Source: an optimization exercise on an open RTL-to-GDS flow (aim: small area and a short achievable clock period). Production flows keep margins and buffers that such runs may drop.
The RTL of this run was laid out without a check of its function.
Power and IR drop assume default switching activity.

==> design/flow/design.v <==
package PSL_pkg;
    localparam j_bit_width   = 6;   
    localparam h_bit_width   = 6;   
    localparam i_bit_width   = 6;   
    localparam RNG_bit_width = 32;  
endpackage : PSL_pkg
import PSL_pkg :: *;
module LFSR_n (r, r_next);
  input  [RNG_bit_width-1:0] r;
  output [RNG_bit_width-1:0] r_next;
  assign r_next = {r[RNG_bit_width-2:0], ~(r[31] ^ r[21] ^ r[1] ^ r[0])};
endmodule
`timescale 1ns / 1ps
module LUT_bias (r, tp, tinf, tn, nok);
input  [31:0] r;
output [4:0]  tp;
output        tinf;
output [4:0]  tn;
output        nok;
wire [31:0] th;
assign th[0] = r[31];
assign th[1] = th[0] & r[30];
assign th[2] = th[1] & r[29];
assign th[3] = th[2] & r[28];
assign th[4] = th[3] & r[27];
assign th[5] = th[4] & r[26];
assign th[6] = th[5] & r[25];
assign th[7] = th[6] & r[24];
assign th[8] = th[7] & r[23];
assign th[9] = th[8] & r[22];
assign th[10] = th[9] & r[21];
assign th[11] = th[10] & r[20];
assign th[12] = th[11] & r[19];
assign th[13] = th[12] & r[18];
assign th[14] = th[13] & r[17];
assign th[15] = th[14] & r[16];
assign th[16] = th[15] & r[15];
assign th[17] = th[16] & r[14];
assign th[18] = th[17] & r[13];
assign th[19] = th[18] & r[12];
assign th[20] = th[19] & r[11];
assign th[21] = th[20] & r[10];
assign th[22] = th[21] & r[9];
assign th[23] = th[22] & r[8];
assign th[24] = th[23] & r[7];
assign th[25] = th[24] & r[6];
assign th[26] = th[25] & r[5];
assign th[27] = th[26] & r[4];
assign th[28] = th[27] & r[3];
assign th[29] = th[28] & r[2];
assign th[30] = th[29] & r[1];
assign th[31] = th[30] & r[0];
wire [32:0] oh;
assign oh[0] = ~r[31];
assign oh[1] = th[0] & ~r[30];
assign oh[2] = th[1] & ~r[29];
assign oh[3] = th[2] & ~r[28];
assign oh[4] = th[3] & ~r[27];
assign oh[5] = th[4] & ~r[26];
assign oh[6] = th[5] & ~r[25];
assign oh[7] = th[6] & ~r[24];
assign oh[8] = th[7] & ~r[23];
assign oh[9] = th[8] & ~r[22];
assign oh[10] = th[9] & ~r[21];
assign oh[11] = th[10] & ~r[20];
assign oh[12] = th[11] & ~r[19];
assign oh[13] = th[12] & ~r[18];
assign oh[14] = th[13] & ~r[17];
assign oh[15] = th[14] & ~r[16];
assign oh[16] = th[15] & ~r[15];
assign oh[17] = th[16] & ~r[14];
assign oh[18] = th[17] & ~r[13];
assign oh[19] = th[18] & ~r[12];
assign oh[20] = th[19] & ~r[11];
assign oh[21] = th[20] & ~r[10];
assign oh[22] = th[21] & ~r[9];
assign oh[23] = th[22] & ~r[8];
assign oh[24] = th[23] & ~r[7];
assign oh[25] = th[24] & ~r[6];
assign oh[26] = th[25] & ~r[5];
assign oh[27] = th[26] & ~r[4];
assign oh[28] = th[27] & ~r[3];
assign oh[29] = th[28] & ~r[2];
assign oh[30] = th[29] & ~r[1];
assign oh[31] = th[30] & ~r[0];
assign oh[32] = th[31];
wire [31:0] lsel;
assign lsel[0] = oh[1] | oh[10] | oh[17] | oh[20] | oh[23] | oh[25] | oh[28] | oh[30] | th[31];
assign lsel[1] = oh[1] | oh[4] | oh[11] | oh[14] | oh[17] | oh[21] | oh[24] | oh[25] | oh[28] | th[30];
assign lsel[2] = oh[1] | oh[3] | oh[8] | oh[15] | oh[18] | oh[20] | oh[21] | oh[23] | oh[24] | oh[25] | oh[28] | th[29];
assign lsel[3] = oh[1] | oh[5] | oh[7] | oh[10] | oh[12] | oh[14] | oh[15] | oh[17] | oh[20] | oh[21] | oh[23] | oh[24] | oh[25] | oh[27] | th[28];
assign lsel[4] = oh[3] | oh[5] | oh[7] | oh[10] | oh[14] | oh[18] | oh[21] | oh[23] | oh[25] | th[27];
assign lsel[5] = oh[1] | oh[4] | oh[5] | oh[17] | oh[25] | th[26];
assign lsel[6] = oh[3] | oh[4] | oh[5] | oh[8] | oh[11] | oh[12] | oh[14] | oh[15] | oh[17] | oh[21] | oh[24] | th[25];
assign lsel[7] = oh[1] | oh[3] | oh[4] | oh[7] | oh[11] | oh[12] | oh[15] | oh[17] | oh[21] | th[24];
assign lsel[8] = oh[1] | oh[4] | oh[5] | oh[10] | oh[11] | oh[12] | oh[15] | th[23];
assign lsel[9] = oh[1] | oh[3] | oh[10] | oh[14] | oh[15] | oh[18] | oh[20] | oh[21] | th[22];
assign lsel[10] = oh[1] | oh[4] | oh[8] | oh[11] | oh[14] | oh[15] | th[21];
assign lsel[11] = oh[3] | oh[10] | oh[12] | oh[17] | oh[18] | th[20];
assign lsel[12] = oh[8] | oh[17] | oh[18] | th[19];
assign lsel[13] = oh[1] | oh[3] | oh[4] | oh[7] | oh[8] | oh[12] | oh[15] | th[18];
assign lsel[14] = oh[3] | oh[4] | oh[5] | oh[7] | oh[8] | oh[10] | oh[12] | oh[15] | th[17];
assign lsel[15] = oh[1] | oh[3] | oh[4] | oh[8] | oh[12] | oh[15] | th[16];
assign lsel[16] = oh[3] | oh[4] | oh[5] | oh[7] | oh[8] | oh[12] | oh[14] | th[15];
assign lsel[17] = oh[1] | oh[3] | oh[4] | oh[11] | oh[12] | th[14];
assign lsel[18] = oh[1] | oh[5] | oh[8] | oh[10] | oh[12] | th[13];
assign lsel[19] = oh[3] | oh[4] | oh[7] | oh[8] | oh[11] | th[12];
assign lsel[20] = oh[3] | oh[4] | oh[8] | th[11];
assign lsel[21] = oh[1] | oh[3] | oh[5] | th[10];
assign lsel[22] = oh[3] | oh[4] | oh[5] | oh[7] | oh[8] | th[9];
assign lsel[23] = oh[4] | th[8];
assign lsel[24] = oh[1] | oh[3] | oh[4] | oh[5] | th[7];
assign lsel[25] = oh[1] | oh[4] | oh[5] | th[6];
assign lsel[26] = th[5];
assign lsel[27] = oh[1] | th[4];
assign lsel[28] = oh[1] | th[3];
assign lsel[29] = oh[1] | th[2];
assign lsel[30] = th[1];
assign lsel[31] = th[0];
wire [31:0] cg0 = lsel & ~r;
wire [31:0] cl0 = ~lsel & r;
wire cg1_0 = cg0[1] | (~cl0[1] & cg0[0]);
wire cl1_0 = cl0[1] | (~cg0[1] & cl0[0]);
wire cg1_1 = cg0[3] | (~cl0[3] & cg0[2]);
wire cl1_1 = cl0[3] | (~cg0[3] & cl0[2]);
wire cg1_2 = cg0[5] | (~cl0[5] & cg0[4]);
wire cl1_2 = cl0[5] | (~cg0[5] & cl0[4]);
wire cg1_3 = cg0[7] | (~cl0[7] & cg0[6]);
wire cl1_3 = cl0[7] | (~cg0[7] & cl0[6]);
wire cg1_4 = cg0[9] | (~cl0[9] & cg0[8]);
wire cl1_4 = cl0[9] | (~cg0[9] & cl0[8]);
wire cg1_5 = cg0[11] | (~cl0[11] & cg0[10]);
wire cl1_5 = cl0[11] | (~cg0[11] & cl0[10]);
wire cg1_6 = cg0[13] | (~cl0[13] & cg0[12]);
wire cl1_6 = cl0[13] | (~cg0[13] & cl0[12]);
wire cg1_7 = cg0[15] | (~cl0[15] & cg0[14]);
wire cl1_7 = cl0[15] | (~cg0[15] & cl0[14]);
wire cg1_8 = cg0[17] | (~cl0[17] & cg0[16]);
wire cl1_8 = cl0[17] | (~cg0[17] & cl0[16]);
wire cg1_9 = cg0[19] | (~cl0[19] & cg0[18]);
wire cl1_9 = cl0[19] | (~cg0[19] & cl0[18]);
wire cg1_10 = cg0[21] | (~cl0[21] & cg0[20]);
wire cl1_10 = cl0[21] | (~cg0[21] & cl0[20]);
wire cg1_11 = cg0[23] | (~cl0[23] & cg0[22]);
wire cl1_11 = cl0[23] | (~cg0[23] & cl0[22]);
wire cg1_12 = cg0[25] | (~cl0[25] & cg0[24]);
wire cl1_12 = cl0[25] | (~cg0[25] & cl0[24]);
wire cg1_13 = cg0[27] | (~cl0[27] & cg0[26]);
wire cl1_13 = cl0[27] | (~cg0[27] & cl0[26]);
wire cg1_14 = cg0[29] | (~cl0[29] & cg0[28]);
wire cl1_14 = cl0[29] | (~cg0[29] & cl0[28]);
wire cg1_15 = cg0[31] | (~cl0[31] & cg0[30]);
wire cl1_15 = cl0[31] | (~cg0[31] & cl0[30]);
wire cg2_0 = cg1_1 | (~cl1_1 & cg1_0);
wire cl2_0 = cl1_1 | (~cg1_1 & cl1_0);
wire cg2_1 = cg1_3 | (~cl1_3 & cg1_2);
wire cl2_1 = cl1_3 | (~cg1_3 & cl1_2);
wire cg2_2 = cg1_5 | (~cl1_5 & cg1_4);
wire cl2_2 = cl1_5 | (~cg1_5 & cl1_4);
wire cg2_3 = cg1_7 | (~cl1_7 & cg1_6);
wire cl2_3 = cl1_7 | (~cg1_7 & cl1_6);
wire cg2_4 = cg1_9 | (~cl1_9 & cg1_8);
wire cl2_4 = cl1_9 | (~cg1_9 & cl1_8);
wire cg2_5 = cg1_11 | (~cl1_11 & cg1_10);
wire cl2_5 = cl1_11 | (~cg1_11 & cl1_10);
wire cg2_6 = cg1_13 | (~cl1_13 & cg1_12);
wire cl2_6 = cl1_13 | (~cg1_13 & cl1_12);
wire cg2_7 = cg1_15 | (~cl1_15 & cg1_14);
wire cl2_7 = cl1_15 | (~cg1_15 & cl1_14);
wire cg3_0 = cg2_1 | (~cl2_1 & cg2_0);
wire cl3_0 = cl2_1 | (~cg2_1 & cl2_0);
wire cg3_1 = cg2_3 | (~cl2_3 & cg2_2);
wire cl3_1 = cl2_3 | (~cg2_3 & cl2_2);
wire cg3_2 = cg2_5 | (~cl2_5 & cg2_4);
wire cl3_2 = cl2_5 | (~cg2_5 & cl2_4);
wire cg3_3 = cg2_7 | (~cl2_7 & cg2_6);
wire cl3_3 = cl2_7 | (~cg2_7 & cl2_6);
wire cg4_0 = cg3_1 | (~cl3_1 & cg3_0);
wire cl4_0 = cl3_1 | (~cg3_1 & cl3_0);
wire cg4_1 = cg3_3 | (~cl3_3 & cg3_2);
wire cl4_1 = cl3_3 | (~cg3_3 & cl3_2);
wire cg5_0 = cg4_1 | (~cl4_1 & cg4_0);
wire cl5_0 = cl4_1 | (~cg4_1 & cl4_0);
wire gt = cg5_0;
wire ltc = cl5_0;
wire le = ~gt;
wire lt = ltc;
wire [5:0] mb;
assign mb[0] = oh[1] | oh[3] | oh[5] | oh[7] | oh[9] | oh[11] | oh[13] | oh[15] | oh[17] | oh[19] | oh[21] | oh[23] | oh[25] | oh[27] | oh[29] | oh[31];
assign mb[1] = oh[2] | oh[3] | oh[6] | oh[7] | oh[10] | oh[11] | oh[14] | oh[15] | oh[18] | oh[19] | oh[22] | oh[23] | oh[26] | oh[27] | oh[30] | oh[31];
assign mb[2] = oh[4] | oh[5] | oh[6] | oh[7] | oh[12] | oh[13] | oh[14] | oh[15] | oh[20] | oh[21] | oh[22] | oh[23] | oh[28] | oh[29] | oh[30] | oh[31];
assign mb[3] = oh[8] | oh[9] | oh[10] | oh[11] | oh[12] | oh[13] | oh[14] | oh[15] | oh[24] | oh[25] | oh[26] | oh[27] | oh[28] | oh[29] | oh[30] | oh[31];
assign mb[4] = oh[16] | oh[17] | oh[18] | oh[19] | oh[20] | oh[21] | oh[22] | oh[23] | oh[24] | oh[25] | oh[26] | oh[27] | oh[28] | oh[29] | oh[30] | oh[31];
assign mb[5] = oh[32];
reg [4:0] tpa, tpb, tna, tnb;
reg nka, nkb;
always @* begin
  case (mb)
    6'd0: begin tpa = 5'd0; tpb = 5'd0; tna = 5'd1; tnb = 5'd1; nka = 1'b0; nkb = 1'b0; end
    6'd1: begin tpa = 5'd2; tpb = 5'd1; tna = 5'd31; tnb = 5'd0; nka = 1'b1; nkb = 1'b0; end
    6'd2: begin tpa = 5'd2; tpb = 5'd2; tna = 5'd31; tnb = 5'd31; nka = 1'b1; nkb = 1'b1; end
    6'd3: begin tpa = 5'd3; tpb = 5'd2; tna = 5'd30; tnb = 5'd31; nka = 1'b1; nkb = 1'b1; end
    6'd4: begin tpa = 5'd4; tpb = 5'd3; tna = 5'd29; tnb = 5'd30; nka = 1'b1; nkb = 1'b1; end
    6'd5: begin tpa = 5'd5; tpb = 5'd4; tna = 5'd28; tnb = 5'd29; nka = 1'b1; nkb = 1'b1; end
    6'd6: begin tpa = 5'd5; tpb = 5'd5; tna = 5'd28; tnb = 5'd28; nka = 1'b1; nkb = 1'b1; end
    6'd7: begin tpa = 5'd6; tpb = 5'd5; tna = 5'd27; tnb = 5'd28; nka = 1'b1; nkb = 1'b1; end
    6'd8: begin tpa = 5'd7; tpb = 5'd6; tna = 5'd26; tnb = 5'd27; nka = 1'b1; nkb = 1'b1; end
    6'd9: begin tpa = 5'd7; tpb = 5'd7; tna = 5'd26; tnb = 5'd26; nka = 1'b1; nkb = 1'b1; end
    6'd10: begin tpa = 5'd8; tpb = 5'd7; tna = 5'd25; tnb = 5'd26; nka = 1'b1; nkb = 1'b1; end
    6'd11: begin tpa = 5'd9; tpb = 5'd8; tna = 5'd24; tnb = 5'd25; nka = 1'b1; nkb = 1'b1; end
    6'd12: begin tpa = 5'd10; tpb = 5'd9; tna = 5'd23; tnb = 5'd24; nka = 1'b1; nkb = 1'b1; end
    6'd13: begin tpa = 5'd10; tpb = 5'd10; tna = 5'd23; tnb = 5'd23; nka = 1'b1; nkb = 1'b1; end
    6'd14: begin tpa = 5'd11; tpb = 5'd10; tna = 5'd22; tnb = 5'd23; nka = 1'b1; nkb = 1'b1; end
    6'd15: begin tpa = 5'd12; tpb = 5'd11; tna = 5'd21; tnb = 5'd22; nka = 1'b1; nkb = 1'b1; end
    6'd16: begin tpa = 5'd12; tpb = 5'd12; tna = 5'd21; tnb = 5'd21; nka = 1'b1; nkb = 1'b1; end
    6'd17: begin tpa = 5'd13; tpb = 5'd12; tna = 5'd20; tnb = 5'd21; nka = 1'b1; nkb = 1'b1; end
    6'd18: begin tpa = 5'd14; tpb = 5'd13; tna = 5'd19; tnb = 5'd20; nka = 1'b1; nkb = 1'b1; end
    6'd19: begin tpa = 5'd14; tpb = 5'd14; tna = 5'd19; tnb = 5'd19; nka = 1'b1; nkb = 1'b1; end
    6'd20: begin tpa = 5'd15; tpb = 5'd14; tna = 5'd18; tnb = 5'd19; nka = 1'b1; nkb = 1'b1; end
    6'd21: begin tpa = 5'd16; tpb = 5'd15; tna = 5'd17; tnb = 5'd18; nka = 1'b1; nkb = 1'b1; end
    6'd22: begin tpa = 5'd16; tpb = 5'd16; tna = 5'd17; tnb = 5'd17; nka = 1'b1; nkb = 1'b1; end
    6'd23: begin tpa = 5'd17; tpb = 5'd16; tna = 5'd16; tnb = 5'd17; nka = 1'b1; nkb = 1'b1; end
    6'd24: begin tpa = 5'd18; tpb = 5'd17; tna = 5'd15; tnb = 5'd16; nka = 1'b1; nkb = 1'b1; end
    6'd25: begin tpa = 5'd19; tpb = 5'd18; tna = 5'd14; tnb = 5'd15; nka = 1'b1; nkb = 1'b1; end
    6'd26: begin tpa = 5'd19; tpb = 5'd19; tna = 5'd14; tnb = 5'd14; nka = 1'b1; nkb = 1'b1; end
    6'd27: begin tpa = 5'd20; tpb = 5'd19; tna = 5'd13; tnb = 5'd14; nka = 1'b1; nkb = 1'b1; end
    6'd28: begin tpa = 5'd21; tpb = 5'd20; tna = 5'd12; tnb = 5'd13; nka = 1'b1; nkb = 1'b1; end
    6'd29: begin tpa = 5'd21; tpb = 5'd21; tna = 5'd12; tnb = 5'd12; nka = 1'b1; nkb = 1'b1; end
    6'd30: begin tpa = 5'd22; tpb = 5'd21; tna = 5'd11; tnb = 5'd12; nka = 1'b1; nkb = 1'b1; end
    6'd31: begin tpa = 5'd22; tpb = 5'd22; tna = 5'd11; tnb = 5'd11; nka = 1'b1; nkb = 1'b1; end
    6'd32: begin tpa = 5'd0; tpb = 5'd0; tna = 5'd11; tnb = 5'd11; nka = 1'b1; nkb = 1'b1; end
    default: begin tpa = 5'd0; tpb = 5'd0; tna = 5'd0; tnb = 5'd0; nka = 1'b0; nkb = 1'b0; end
  endcase
end
assign tp = le ? tpa : tpb;
assign tinf = oh[32];
assign tn = lt ? tna : tnb;
assign nok = lt ? nka : nkb;
endmodule
`timescale 1ns / 1ps
module weight (s_in, h_n, J_n, U);
input  [5:0]  s_in;        
input  [5:0]  h_n;         
input  [35:0] J_n;         
output [8:0]  U;
wire t0_1 = ~(J_n[1] ^ s_in[0]);
wire t0_2 = ~(J_n[2] ^ s_in[0]);
wire t0_3 = ~(J_n[3] ^ s_in[0]);
wire t0_4 = ~(J_n[4] ^ s_in[0]);
wire t0_5 = J_n[5] ^ s_in[0];
wire c0 = ~(J_n[0] | s_in[0]);
wire t1_1 = ~(J_n[7] ^ s_in[1]);
wire t1_2 = ~(J_n[8] ^ s_in[1]);
wire t1_3 = ~(J_n[9] ^ s_in[1]);
wire t1_4 = ~(J_n[10] ^ s_in[1]);
wire t1_5 = J_n[11] ^ s_in[1];
wire c1 = ~(J_n[6] | s_in[1]);
wire t2_1 = ~(J_n[13] ^ s_in[2]);
wire t2_2 = ~(J_n[14] ^ s_in[2]);
wire t2_3 = ~(J_n[15] ^ s_in[2]);
wire t2_4 = ~(J_n[16] ^ s_in[2]);
wire t2_5 = J_n[17] ^ s_in[2];
wire c2 = ~(J_n[12] | s_in[2]);
wire t3_1 = ~(J_n[19] ^ s_in[3]);
wire t3_2 = ~(J_n[20] ^ s_in[3]);
wire t3_3 = ~(J_n[21] ^ s_in[3]);
wire t3_4 = ~(J_n[22] ^ s_in[3]);
wire t3_5 = J_n[23] ^ s_in[3];
wire c3 = ~(J_n[18] | s_in[3]);
wire t4_1 = ~(J_n[25] ^ s_in[4]);
wire t4_2 = ~(J_n[26] ^ s_in[4]);
wire t4_3 = ~(J_n[27] ^ s_in[4]);
wire t4_4 = ~(J_n[28] ^ s_in[4]);
wire t4_5 = J_n[29] ^ s_in[4];
wire c4 = ~(J_n[24] | s_in[4]);
wire t5_1 = ~(J_n[31] ^ s_in[5]);
wire t5_2 = ~(J_n[32] ^ s_in[5]);
wire t5_3 = ~(J_n[33] ^ s_in[5]);
wire t5_4 = ~(J_n[34] ^ s_in[5]);
wire t5_5 = J_n[35] ^ s_in[5];
wire c5 = ~(J_n[30] | s_in[5]);
wire hb5 = ~h_n[5];
wire fs1, fc1;
assign fs1 = h_n[1] ^ c0 ^ c1;
assign fc1 = (h_n[1] & c0) | (h_n[1] & c1) | (c0 & c1);
wire fs2, fc2;
assign fs2 = c2 ^ c3 ^ c4;
assign fc2 = (c2 & c3) | (c2 & c4) | (c3 & c4);
wire hs3, hc3;
assign hs3 = J_n[0] ^ J_n[6];
assign hc3 = J_n[0] & J_n[6];
wire fs4, fc4;
assign fs4 = c5 ^ t0_1 ^ t1_1;
assign fc4 = (c5 & t0_1) | (c5 & t1_1) | (t0_1 & t1_1);
wire fs5, fc5;
assign fs5 = t2_1 ^ t3_1 ^ t4_1;
assign fc5 = (t2_1 & t3_1) | (t2_1 & t4_1) | (t3_1 & t4_1);
wire fs6, fc6;
assign fs6 = h_n[2] ^ t0_2 ^ t1_2;
assign fc6 = (h_n[2] & t0_2) | (h_n[2] & t1_2) | (t0_2 & t1_2);
wire fs7, fc7;
assign fs7 = t2_2 ^ t3_2 ^ t4_2;
assign fc7 = (t2_2 & t3_2) | (t2_2 & t4_2) | (t3_2 & t4_2);
wire hs8, hc8;
assign hs8 = t5_2 ^ fc1;
assign hc8 = t5_2 & fc1;
wire fs9, fc9;
assign fs9 = h_n[3] ^ t0_3 ^ t1_3;
assign fc9 = (h_n[3] & t0_3) | (h_n[3] & t1_3) | (t0_3 & t1_3);
wire fs10, fc10;
assign fs10 = t2_3 ^ t3_3 ^ t4_3;
assign fc10 = (t2_3 & t3_3) | (t2_3 & t4_3) | (t3_3 & t4_3);
wire fs11, fc11;
assign fs11 = h_n[4] ^ t0_4 ^ t1_4;
assign fc11 = (h_n[4] & t0_4) | (h_n[4] & t1_4) | (t0_4 & t1_4);
wire hs12, hc12;
assign hs12 = t2_4 ^ t3_4;
assign hc12 = t2_4 & t3_4;
wire fs13, fc13;
assign fs13 = hb5 ^ t0_5 ^ t1_5;
assign fc13 = (hb5 & t0_5) | (hb5 & t1_5) | (t0_5 & t1_5);
wire hs14, hc14;
assign hs14 = t2_5 ^ t3_5;
assign hc14 = t2_5 & t3_5;
wire fs15, fc15;
assign fs15 = J_n[12] ^ J_n[18] ^ J_n[24];
assign fc15 = (J_n[12] & J_n[18]) | (J_n[12] & J_n[24]) | (J_n[18] & J_n[24]);
wire fs16, fc16;
assign fs16 = t5_1 ^ hc3 ^ fs1;
assign fc16 = (t5_1 & hc3) | (t5_1 & fs1) | (hc3 & fs1);
wire hs17, hc17;
assign hs17 = fs2 ^ fs4;
assign hc17 = fs2 & fs4;
wire fs18, fc18;
assign fs18 = fc2 ^ fc4 ^ fc5;
assign fc18 = (fc2 & fc4) | (fc2 & fc5) | (fc4 & fc5);
wire fs19, fc19;
assign fs19 = fs6 ^ fs7 ^ hs8;
assign fc19 = (fs6 & fs7) | (fs6 & hs8) | (fs7 & hs8);
wire fs20, fc20;
assign fs20 = t5_3 ^ fc6 ^ fc7;
assign fc20 = (t5_3 & fc6) | (t5_3 & fc7) | (fc6 & fc7);
wire fs21, fc21;
assign fs21 = fs9 ^ fs10 ^ hc8;
assign fc21 = (fs9 & fs10) | (fs9 & hc8) | (fs10 & hc8);
wire fs22, fc22;
assign fs22 = t4_4 ^ t5_4 ^ hs12;
assign fc22 = (t4_4 & t5_4) | (t4_4 & hs12) | (t5_4 & hs12);
wire fs23, fc23;
assign fs23 = fc9 ^ fc10 ^ fs11;
assign fc23 = (fc9 & fc10) | (fc9 & fs11) | (fc10 & fs11);
wire fs24, fc24;
assign fs24 = t4_5 ^ t5_5 ^ hc12;
assign fc24 = (t4_5 & t5_5) | (t4_5 & hc12) | (t5_5 & hc12);
wire fs25, fc25;
assign fs25 = hs14 ^ fc11 ^ fs13;
assign fc25 = (hs14 & fc11) | (hs14 & fs13) | (fc11 & fs13);
wire hs26, hc26;
assign hs26 = J_n[30] ^ h_n[0];
assign hc26 = J_n[30] & h_n[0];
wire fs27, fc27;
assign fs27 = fc15 ^ fs5 ^ hs17;
assign fc27 = (fc15 & fs5) | (fc15 & hs17) | (fs5 & hs17);
wire fs28, fc28;
assign fs28 = hc17 ^ fc16 ^ fs18;
assign fc28 = (hc17 & fc16) | (hc17 & fs18) | (fc16 & fs18);
wire fs29, fc29;
assign fs29 = fc18 ^ fs20 ^ fc19;
assign fc29 = (fc18 & fs20) | (fc18 & fc19) | (fs20 & fc19);
wire fs30, fc30;
assign fs30 = fs22 ^ fc20 ^ fs23;
assign fc30 = (fs22 & fc20) | (fs22 & fs23) | (fc20 & fs23);
wire fs31, fc31;
assign fs31 = fc22 ^ fs24 ^ fc23;
assign fc31 = (fc22 & fs24) | (fc22 & fc23) | (fs24 & fc23);
wire fs32, fc32;
assign fs32 = hc14 ^ fc13 ^ fc24;
assign fc32 = (hc14 & fc13) | (hc14 & fc24) | (fc13 & fc24);
wire hs33, hc33;
assign hs33 = hs26 ^ hs3;
assign hc33 = hs26 & hs3;
wire fs34, fc34;
assign fs34 = hc26 ^ fs16 ^ fs27;
assign fc34 = (hc26 & fs16) | (hc26 & fs27) | (fs16 & fs27);
wire fs35, fc35;
assign fs35 = fs19 ^ fc27 ^ fs28;
assign fc35 = (fs19 & fc27) | (fs19 & fs28) | (fc27 & fs28);
wire fs36, fc36;
assign fs36 = fs21 ^ fc28 ^ fs29;
assign fc36 = (fs21 & fc28) | (fs21 & fs29) | (fc28 & fs29);
wire fs37, fc37;
assign fs37 = fc21 ^ fs30 ^ fc29;
assign fc37 = (fc21 & fs30) | (fc21 & fc29) | (fs30 & fc29);
wire fs38, fc38;
assign fs38 = fs25 ^ fc30 ^ fs31;
assign fc38 = (fs25 & fc30) | (fs25 & fs31) | (fc30 & fs31);
wire fs39, fc39;
assign fs39 = fc25 ^ fs32 ^ fc31;
assign fc39 = (fc25 & fs32) | (fc25 & fc31) | (fs32 & fc31);
wire [8:0] ra = {1'b0, fc39, fc38, fc37, fc36, fc35, fc34, hc33, hs33};
wire [8:0] rb = {1'b0, fc32, fs39, fs38, fs37, fs36, fs35, fs34, fs15};
wire [8:0] g0 = ra & rb;
wire [8:0] x0 = ra ^ rb;
wire [8:0] p0 = x0;
wire g1_1 = g0[1] | (p0[1] & g0[0]);
wire p1_1 = p0[1] & p0[0];
wire g1_2 = g0[2] | (p0[2] & g0[1]);
wire p1_2 = p0[2] & p0[1];
wire g1_3 = g0[3] | (p0[3] & g0[2]);
wire p1_3 = p0[3] & p0[2];
wire g1_4 = g0[4] | (p0[4] & g0[3]);
wire p1_4 = p0[4] & p0[3];
wire g1_5 = g0[5] | (p0[5] & g0[4]);
wire p1_5 = p0[5] & p0[4];
wire g1_6 = g0[6] | (p0[6] & g0[5]);
wire p1_6 = p0[6] & p0[5];
wire g1_7 = g0[7] | (p0[7] & g0[6]);
wire p1_7 = p0[7] & p0[6];
wire g1_8 = g0[8] | (p0[8] & g0[7]);
wire p1_8 = p0[8] & p0[7];
wire g2_2 = g1_2 | (p1_2 & g0[0]);
wire p2_2 = p1_2 & p0[0];
wire g2_3 = g1_3 | (p1_3 & g1_1);
wire p2_3 = p1_3 & p1_1;
wire g2_4 = g1_4 | (p1_4 & g1_2);
wire p2_4 = p1_4 & p1_2;
wire g2_5 = g1_5 | (p1_5 & g1_3);
wire p2_5 = p1_5 & p1_3;
wire g2_6 = g1_6 | (p1_6 & g1_4);
wire p2_6 = p1_6 & p1_4;
wire g2_7 = g1_7 | (p1_7 & g1_5);
wire p2_7 = p1_7 & p1_5;
wire g2_8 = g1_8 | (p1_8 & g1_6);
wire p2_8 = p1_8 & p1_6;
wire g3_4 = g2_4 | (p2_4 & g0[0]);
wire p3_4 = p2_4 & p0[0];
wire g3_5 = g2_5 | (p2_5 & g1_1);
wire p3_5 = p2_5 & p1_1;
wire g3_6 = g2_6 | (p2_6 & g2_2);
wire p3_6 = p2_6 & p2_2;
wire g3_7 = g2_7 | (p2_7 & g2_3);
wire p3_7 = p2_7 & p2_3;
wire g3_8 = g2_8 | (p2_8 & g2_4);
wire p3_8 = p2_8 & p2_4;
wire g4_8 = g3_8 | (p3_8 & g0[0]);
wire p4_8 = p3_8 & p0[0];
assign U[0] = x0[0];
assign U[1] = x0[1] ^ g0[0];
assign U[2] = x0[2] ^ g1_1;
assign U[3] = x0[3] ^ g2_2;
assign U[4] = x0[4] ^ g2_3;
assign U[5] = x0[5] ^ g3_4;
assign U[6] = x0[6] ^ g3_5;
assign U[7] = x0[7] ^ g3_6;
assign U[8] = x0[8] ^ g3_7;
endmodule
`timescale 1ns / 1ps
module pbit (s_in, h_n, J_n, r, s_new);
input  [5:0]  s_in;
input  [5:0]  h_n;
input  [35:0] J_n;
input  [31:0] r;
output        s_new;
wire [8:0] U;
wire [4:0] tp, tn;
wire tinf, nok;
weight   w_i (.s_in(s_in), .h_n(h_n), .J_n(J_n), .U(U));
LUT_bias l_i (.r(r), .tp(tp), .tinf(tinf), .tn(tn), .nok(nok));
function automatic ge5(input [4:0] a, input [4:0] b);
    reg [4:0] g, e;
    reg g1, e1, g2, e2;
    begin
        g = a & ~b; e = ~a & b;    
        g1 = g[4] | (~e[4] & g[3]); e1 = e[4] | (~g[4] & e[3]);
        g2 = g[2] | (~e[2] & (g[1] | (~e[1] & g[0])));
        e2 = e[2] | (~g[2] & (e[1] | (~g[1] & e[0])));
        ge5 = g1 | (~e1 & ~e2);
    end
endfunction
wire pos = ~tinf & (U[8] | (U[7] & U[6] & U[5] & ge5(U[4:0], tp)));
wire neg = nok & ~U[8] & U[7] & U[6] & ~U[5] & ge5(U[4:0], tn);
assign s_new = pos | neg;
endmodule
`timescale 1ns / 1ps
import PSL_pkg :: *;
module pbit_lattice (
    input  wire        clk,
    input  wire        rst,         
    input  wire        run,         
    input  wire [31:0] seed_mix,    
    input  wire        cfg_we,      
    input  wire [6:0]  cfg_addr,    
    input  wire [5:0]  cfg_wdata,   
    output wire [26:0] s            
);
localparam L = 3;
localparam N = L*L*L;
localparam [N*RNG_bit_width-1:0] SEEDS = {
        32'h55724a8a,
        32'hafa2d07c,
        32'h1121a14d,
        32'h8fde5639,
        32'h132a29cf,
        32'h27cd95a0,
        32'h26af91d1,
        32'ha71dba49,
        32'h5552da89,
        32'hdab4fcb8,
        32'h093f36eb,
        32'h8eca7365,
        32'h7965c0fe,
        32'h4d317c68,
        32'h022dd18d,
        32'h3c7ba9e3,
        32'h8be9794d,
        32'h3c95ad20,
        32'h819ed6b6,
        32'he7158a80,
        32'h21f64544,
        32'he06c85af,
        32'hbaec4ef7,
        32'h02ff349d,
        32'h4f876aa3,
        32'h9c2b9d9f,
        32'h2ae75e2e
};
reg [2:0] ph;
always @(posedge clk) begin
    if (rst) ph <= 3'b001;
    else ph <= {ph[1:0], ph[2]};
end
reg [j_bit_width-1:0]   Js [0:3*N-1];    
reg [h_bit_width-1:0]   hs [0:N-1];
reg [RNG_bit_width-1:0] rs [0:N-1];
reg [N-1:0]             ss;
wire [4*N-1:0] dec;
genvar a;
generate
for (a = 0; a < 4*N; a = a + 1) begin : gdec
    assign dec[a] = cfg_we && (cfg_addr == a);
end
endgenerate
wire [5:0] wd = rst ? 6'd0 : cfg_wdata;
genvar x, y, z, d;
generate
for (z = 0; z < L; z = z + 1) begin : gz
  for (y = 0; y < L; y = y + 1) begin : gy
    localparam integer UA  = (L - (y+z)%L) % L;
    localparam integer A   = UA + L*y + L*L*z;
    localparam integer XP  = (UA+1)%L + L*y + L*L*z;
    localparam integer XM  = (UA+L-1)%L + L*y + L*L*z;
    localparam integer YP  = UA + L*((y+1)%L) + L*L*z;
    localparam integer YM  = UA + L*((y+L-1)%L) + L*L*z;
    localparam integer ZP  = UA + L*y + L*L*((z+1)%L);
    localparam integer ZM  = UA + L*y + L*L*((z+L-1)%L);
    wire s_new;
    wire [RNG_bit_width-1:0] r_next;
    pbit unit (
        .s_in({ss[ZM], ss[ZP], ss[YM], ss[YP], ss[XM], ss[XP]}),
        .h_n(hs[A]),
        .J_n({Js[3*ZM+2], Js[3*A+2], Js[3*YM+1], Js[3*A+1], Js[3*XM+0], Js[3*A+0]}),
        .r(rs[A]), .s_new(s_new));
    LFSR_n step (.r(rs[A]), .r_next(r_next));
    for (x = 0; x < L; x = x + 1) begin : gu
      localparam integer U   = x;
      localparam integer S   = U + L*y + L*L*z;
      localparam integer SRC = (U+1)%L + L*y + L*L*z;
      localparam integer X0  = (U+1)%L, X1 = (U+2)%L, X2 = U;
      localparam integer I0  = X0 + L*y + L*L*z, I1 = X1 + L*y + L*L*z, I2 = X2 + L*y + L*L*z;
      always @(posedge clk) begin
          if (rst) rs[S] <= SEEDS[S*RNG_bit_width +: RNG_bit_width] ^ seed_mix;
          else if (SRC == A) rs[S] <= r_next;
          else rs[S] <= rs[SRC];
      end
      always @(posedge clk) begin
          if (rst) ss[S] <= 1'b0;
          else if (SRC == A) ss[S] <= run ? s_new : ss[SRC];
          else ss[S] <= ss[SRC];
      end
      wire hld = rst | (ph[0] & dec[3*N+I0]) | (ph[1] & dec[3*N+I1]) | (ph[2] & dec[3*N+I2]);
      always @(posedge clk) hs[S] <= hld ? wd : hs[SRC];
      for (d = 0; d < 3; d = d + 1) begin : gd
        wire jld = rst | (ph[0] & dec[3*I0+d]) | (ph[1] & dec[3*I1+d]) | (ph[2] & dec[3*I2+d]);
        always @(posedge clk) Js[3*S+d] <= jld ? wd : Js[3*SRC+d];
      end
      localparam integer Q0 = x + L*y + L*L*z;
      localparam integer Q1 = (x+L-1)%L + L*y + L*L*z;
      localparam integer Q2 = (x+L-2)%L + L*y + L*L*z;
      assign s[S] = (ph[0] & ss[Q0]) | (ph[1] & ss[Q1]) | (ph[2] & ss[Q2]);
    end
  end
end
endgenerate
endmodule
==> design/flow/run.sh <==
#!/bin/bash
# synth_recipe.tcl (not shown) runs the flow's synth.tcl, then flattens the netlist and writes it again
# the make line also repeats each setting of config.mk as NAME=value (left out here)
make -C /OpenROAD-flow-scripts/flow DESIGN_CONFIG=/design/flow/config.mk WORK_HOME=/design/flow/orfs CLKGATE_MAP_FILE= SYNTH_SCRIPT=/design/flow/synth_recipe.tcl finish
==> design/flow/config.mk <==
export PLATFORM = sky130hd
export DESIGN_NAME = pbit_lattice
export DESIGN_NICKNAME = pbit_lattice
export VERILOG_FILES = /design/flow/design.v
export SDC_FILE = /design/flow/constraint.sdc
export NUM_CORES = 4
export LEC_CHECK = 0
export ABC_CLOCK_PERIOD_IN_PS = 3000
export CAP_MARGIN = 20
export CORE_MARGIN = 2
export CORE_UTILIZATION = 55
export SETUP_SLACK_MARGIN = 5
export SLEW_MARGIN = 20
==> design/flow/constraint.sdc <==
create_clock -name core_clock -period 10.0 [get_ports {clk}]
set_input_delay 2.0000 -clock core_clock [delete_from_list [all_inputs] [get_ports {clk}]]
set_output_delay 2.0000 -clock core_clock [all_outputs]
set_load 0.01 [all_outputs]
==> flow_metrics.tcl <==
set metrics [dict create \
    syn_inst 10900 \
    htree_levels 4 \
    antenna_left 0 \
    r2r-start "ss[6]$_SDFF_PP0_" \
    die-area_um2 166000 \
    arrival_ps 6030 \
    ys.flop_type "dfxtp_1" \
    grt_pass1_wl_mm 502 \
    clkSinkCount 1542 \
    synth_nets 11500 \
    hp-start "rs[9][21]$_DFF_P_" \
    finalNonFillerCells 13100 \
    initial_utilization 0.555 \
    gp_congestion 1.05 \
    synth_edf_count 0 \
    synth-seq-cells 1542 \
    final_hold_viol_count 0 \
    port_buffers 75 \
    cts-root-buf "clkbuf_16" \
    grt_max_degree 289 \
    rsz0062_at_grt "true" \
    num-nets-final 11300 \
    status "complete, no violations" \
    drt_iter0_drc 11000 \
    detail_route.first_pass.iterations 10 \
    via_per_inst 6.49 \
    crit_path_max_fanout 10 \
    critPathCaptureType "flip-flop" \
    leakage_nw 41.7 \
    wl_mm 342 \
    slew_violations 0 \
    drc 0 \
    grt_pass1_vias 78500 \
    ir_drop_mv 0.797 \
    grt_overflow 0 \
    num_rows 147 \
    finalCritPeriodShare 0.533 \
    grt_usage 0.394 \
    power_density_nw_per_um2 413 \
    cts_tree "yes" \
    crit_required_ps 10700 \
    ys_seq_area_frac 0.345 \
    ys.warnings.count 9 \
    area.growth.synth_to_final_pct 12.4 \
    crit_chain "buf_12 > nor2_1 > fa_1 > ha_4 > inv_1 > fa_1 > inv_2 > fa_1 > ha_1 > a21o_1 > a21oi_2 > xnor2_1 > a22oi_1 > a311oi_1 > maj3_1 > a31oi_2 > o31ai_4" \
    setup.worst_path.class "flip-flop to flip-flop" \
    critPathLaunchType "flip-flop" \
    die_height_um 407 \
    clkTransAtPathRegs_ps 60 \
    avgSynthCellArea_um2 8.17 \
    slowest_delay_ps 820 \
    antenna_found_initial 19 \
    max_clock_freq_mhz 188 \
    crit_path_frequent_cell "fa_1" \
    hold_path_class "flip-flop to flip-flop" \
    clk-insertion-delay-late_ps 850 \
    finalPower_mw 41.5 \
    crit_start "ss[6]$_SDFF_PP0_" \
    timing.slew.headroom 0.153 \
    fin_setup_tns_ps 0 \
    cp_top_family "adder cells" \
    tightest_slew_ps 1270 \
    io_pins 76 \
    finClkSkew_ps 53.9 \
    hpwl_mm 240 \
    maxCapViolCount 0 \
    setup_viol 0 \
    max-clock-path-buffers 3 \
    numCtsBuffers 162 \
    cp_slowest_cell "xnor2_1" \
    synthArstFlopShare 0 \
    drive_gt1_frac 0.134 \
    finalCriticalPeriod_ps 5330 \
    cp_num_buf_inv 3 \
    syn_area_um2 89400 \
    placed_cells_incl_taps 12600 \
    wire_per_inst_um 26.1 \
    vias 85000 \
    die_w_um 407 \
    r2r_setup_slack_ps 4670 \
    yosysUniqueCellTypes 125 \
    coreArea_um2 161000 \
]
## routing by layer
| metal | part of all wire | global-route usage |
|---|---|---|
| met5 | 0.00013 | 0 |
| met1 | 0.40 | 0.522 |
| met3 | 0.095 | 0.0695 |
| met4 | 0.072 | 0.249 |
| met2 | 0.43 | 0.595 |
## cell type report
class	instances	area (um^2)
clock inverter	73	987
timing repair buffer	379	3690
clock buffer	223	4550
inverter	1164	4370
antenna	9	22.5
multi-input combinational	7539	53100
fill	13800	60400
tap	2160	2700
sequential	1542	31000
## logic make-up after synthesis
| family | synth area share |
|---|---|
| buffers and inverters | 0.0803 |
| AO/OA/AOI/OAI | 0.240 |
| flip-flops | 0.345 |
| adder cells (fa/ha/maj) | 0.0999 |
| multiplexers | 0.0450 |
| AND/OR/NAND/NOR | 0.155 |
| XOR/XNOR | 0.0340 |
## cell usage after synthesis, drive strengths merged (43+ instances only)
cell       n  share of area
a211o     43         0.0042
a211oi   107         0.0092
a21o      88         0.0074
a21oi    477          0.027
a31oi    146          0.010
and2      80         0.0056
and3      90         0.0063
buf      157         0.0087
clkbuf   539          0.023
dfxtp   1542           0.35
fa       297          0.067
ha       198          0.028
inv     1164          0.049
maj3      49         0.0057
mux2     301          0.038
mux2i     63         0.0071
nand2   1001          0.042
nand2b   101         0.0071
nand3    265          0.015
nand4    146          0.010
nor2     523          0.022
nor2b     86         0.0060
nor3     200          0.012
nor4      77         0.0068
o211ai    97         0.0082
o21a     118         0.0099
o21ai   1621          0.091
o22ai     78         0.0055
o31ai     79         0.0070
or2       57         0.0040
or3       57         0.0040
xnor2    238          0.023
xor2     109          0.011
## metrics by stage
stage	instance area [um^2]	utilization	hold WS, ps	setup slack [ps]
after floorplan	89500	-	401	4990
after global placement	91300	0.567	402	3480
after detailed placement	91300	0.567	410	3420
after CTS	99400	0.617	395	4730
after global routing	100000	0.624	419	4460
final	101000	0.625	393	4670
## placed cells by master, fill, tap and decap left out, types with 95 or more instances in the layout
cell type	count
a21oi_1	427
ha_1	180
o21ai_0	1554
clkbuf_16	162
o21a_1	118
mux2_2	299
nand3_1	247
dfxtp_1	1451
fa_1	279
xnor2_1	207
xor2_1	107
o211ai_1	96
inv_1	1143
nand4_1	142
a31oi_1	138
nand2_1	987
a211oi_1	95
buf_4	255
nor2_1	501
nor3_1	172
## state kept, by name, summed over array words and instances (netlist names)
name and cells:
rs 864, ss 27, ph 3, Js 486, hs 162
## worst min-delay path, stage by stage (launching register included)
cell and delay (ps):
dfxtp_1 300, inv_1 40, o21ai_0 60
## path summary, 6_finish.rpt
check | to | cells past startpoint
worst max-delay path | ss[17]$_SDFF_PP0_ | 17
worst min-delay path | rs[11][21]$_DFF_P_ | 2
worst max register to register | ss[17]$_SDFF_PP0_ | 17
worst min register to register | rs[11][21]$_DFF_P_ | 2
## power by group
part | internal, mW | switching, mW
clock network | 3.56 | 2.73
logic | 11.5 | 16.4
registers | 6.75 | 0.569
total | 21.8 | 19.7
## what timing repair did
| item | CTS | global route |
|---|---|---|
| endpoints found under the setup margin | 21 | 13 |
| pin swaps | 132 | 121 |
| hold buffers | 0 | 0 |
| buffers inserted | 125 | 30 |
| gates cloned | 10 | 0 |
| gates resized for setup | 311 | 238 |

## separate check: timing with driven ports
How much do the figures lean on ideal ports? The routed layout below was timed once more, with nothing changed but the port constraints. Step 1 assumes that a clkbuf_16 drives the clock port and a buf_2 every other input. Step 2 moves the port delays by t, midway between the first and last clock arrival at a register: inputs arrive t later, outputs are due t later. That takes back most of the time a late clock gives input paths. Slacks: no drivers / after step 1 / after step 2; pairs: no drivers / after step 1.
t, ns: 0.915
slack for setup (ns): 4.672 / 4.672 / 4.480
latest minus earliest clock arrival (ns): 0.058 / 0.058
worst slew at a driven data input, ns: 0.06
After both steps this run still meets setup and hold. For this run, drivers alone change the setup slack by 0.000 ns; drivers and shift together by -0.192 ns.
